What follows belongs to an exercise in optimizing a design on an open flow for small area and a short achievable clock period; a production flow would make more cautious choices.
Where RTL was checked, it was by simulation tests only, not by an equivalence proof against the original.
Power and IR drop assume default switching activity.

== garnet ==
## Fir
module Fir(reset_n,clk,x_in,y_out);
input reset_n,clk;
input [15:0]x_in;
output [23:0]y_out;
wire [15:0]f;    
wire [13:0]q;    
wire [16:0]s3;
wire [17:0]s2,s1;
wire [17:0]y;
reg [13:0]r4;
reg [16:0]r3;
reg [17:0]r2,r1;
mult7_8 m(.a(x_in),.y(f));
assign q=x_in[15:2];
assign s3=f+r4;
assign s2=x_in+r3;
assign s1=f+r2;
assign y=q+r1;
always @(posedge clk or negedge reset_n)
begin
if(!reset_n)
	begin
	r4<=14'h0;
	r3<=17'h0;
	r2<=18'h0;
	r1<=18'h0;
	end
else
	begin
	r4<=q;
	r3<=s3;
	r2<=s2;
	r1<=s1;
	end
end
assign y_out={6'b0,y};
endmodule
==> flow/config.mk <==
export PLATFORM = sky130hd
export DESIGN_NAME = Fir
export DESIGN_NICKNAME = Fir
export VERILOG_FILES = /design/flow/design.v
export SDC_FILE = /design/flow/constraint.sdc
export NUM_CORES = 4
export LEC_CHECK = 0
export CAP_MARGIN = 20
export CORE_MARGIN = 2
export CORE_UTILIZATION = 40
export SLEW_MARGIN = 20
==> flow/constraint.sdc <==
create_clock -name core_clock -period 10.0 [get_ports {clk}]
set_input_delay 2.0000 -clock core_clock [delete_from_list [all_inputs] [get_ports {clk}]]
set_output_delay 2.0000 -clock core_clock [all_outputs]
set_load 0.01 [all_outputs]
run.sh (not shown) runs the stock make flow with config.mk's settings and CLKGATE_MAP_FILE= SYNTH_SCRIPT=/design/flow/synth_recipe.tcl, a recipe that flattens the netlist after the stock synthesis.
The following lists how harbor was set up differently from garnet:
Settings: putting SETUP_SLACK_MARGIN at 4.5 where nothing was set.
--- outcome ---
garnet → harbor: layout overhead on the synthesized area now larger; clock-buffer cell count shrank by 3; internal power consumption increased 0.036 mW. In harbor the wire length of the first global-routing pass turned out about 5.3% higher than in garnet. Changes observed in harbor relative to garnet: routed wire length picked up an extra 860 microns; post-route cell area picked up an extra 6.8%; minimum clock period after layout lost 1.38 ns; portion of the clock cycle consumed by the worst path in the final layout lost 14 points.

---

== main ==
Another version of the RTL of Fir (not shown whole).
Size: about 400 cells after synthesis, about 42 I/O pins, ~4900 um2 of cells after synthesis.
export LEC_CHECK = 0
export CAP_MARGIN = 20
export CORE_MARGIN = 2
export CORE_UTILIZATION = 40
export CTS_BUF_LIST = sky130_fd_sc_hd__clkbuf_4 sky130_fd_sc_hd__clkbuf_8
export CTS_CLUSTER_SIZE = 30
export SETUP_SLACK_MARGIN = 4.6
export SLEW_MARGIN = 20
export SYNTH_HIERARCHICAL = 1
export SYNTH_MINIMUM_KEEP_SIZE = 0
create_clock -name core_clock -period 10.0 [get_ports {clk}]
standard.sh (not shown) runs the stock make flow with config.mk's settings and CLKGATE_MAP_FILE= SYNTH_SCRIPT=/design/flow/synth_recipe.tcl, a recipe that flattens the netlist after the stock synthesis.
==> flow/flow/run.sh <==
#!/bin/bash
# Own layout flow: the standard flow (standard.sh), with two changes:
#  - clock tree synthesis without dummy load cells (-dont_use_dummy_load),
#  - port buffers start from buf_1 instead of the flow's default choice.
# Each tool's output goes to the ORFS logs under orfs/logs/; make's own output
# goes to flow_make.log here.
set -euo pipefail
bash standard.sh \
  "CTS_ARGS=-sink_clustering_enable -repair_clock_nets -dont_use_dummy_load -sink_clustering_size 30 -buf_list {sky130_fd_sc_hd__clkbuf_4 sky130_fd_sc_hd__clkbuf_8}" \
  "BUFFER_PORTS_ARGS=-buffer_cell sky130_fd_sc_hd__buf_1" \
  finish > flow_make.log 2>&1
diff inputs: main => the feature branch
- a change of SETUP_SLACK_MARGIN from 4.6 to 4.3
==> flow/run.sh (new file) <==
#!/bin/bash
# synth_recipe.tcl (not shown) runs the flow's synth.tcl, then flattens the netlist and writes it again
# the make line also repeats each setting of config.mk as NAME=value (left out here)
make -C /OpenROAD-flow-scripts/flow DESIGN_CONFIG=/design/flow/config.mk WORK_HOME=/design/flow/orfs CLKGATE_MAP_FILE= SYNTH_SCRIPT=/design/flow/synth_recipe.tcl finish
removed: flow/flow/run.sh
removed: flow/standard.sh
==> comparison <==
- main vs the feature branch, launch point of the worst path: x_in[5] vs x_in[4]
- Against main, the feature branch reports a total area of multi-input combinational cells that is lower.
- Area growth from synthesis to layout was lower in the feature branch than in main.
- The layout net count in the feature branch sits 19 below the value recorded for main.
- met2 layer usage reported by global route ends up lower on the feature branch.
- Per the comparison of the feature branch with main, critical path depth fell 3; iteration-0 DRC count of the detailed router fell 4.6%; global-route usage fell 0.47 points; power dissipated in sequential cells about even; routed length on met2 fell 400 um.
Function was not checked in any run of this note: the RTL went through the layout flow alone.

-- what the ideal ports hide --
In the flow no input, the clock included, has a driving cell. The finished layouts below were timed again as built, in two steps. Step 1 assumes that a clkbuf_16 drives the clock port and a buf_2 every other input. Step 2, shift: input delay + t, output delay - t, t = (earliest + latest rising clock arrival at the registers) / 2. This alone moves slack from input paths to output paths. Slacks: no drivers / after step 1 / after step 2; pairs: no drivers / after step 1.
run	t (ns)	slack for setup (ns)	hold WS [ns]
garnet	0.368	2.679 / 2.657 / 2.657	0.451 / 0.451 / 0.451
harbor	0.366	4.063 / 4.001 / 4.001	0.451 / 0.451 / 0.451
main	0.369	4.574 / 4.514 / 4.514	0.473 / 0.473 / 0.473
the feature branch	0.376	4.409 / 4.384 / 4.384	0.479 / 0.479 / 0.479
After both steps every run listed still meets setup and hold. The setup slack of harbor, which loses most, moves by -0.062 ns with the drivers and by -0.062 ns with both steps.
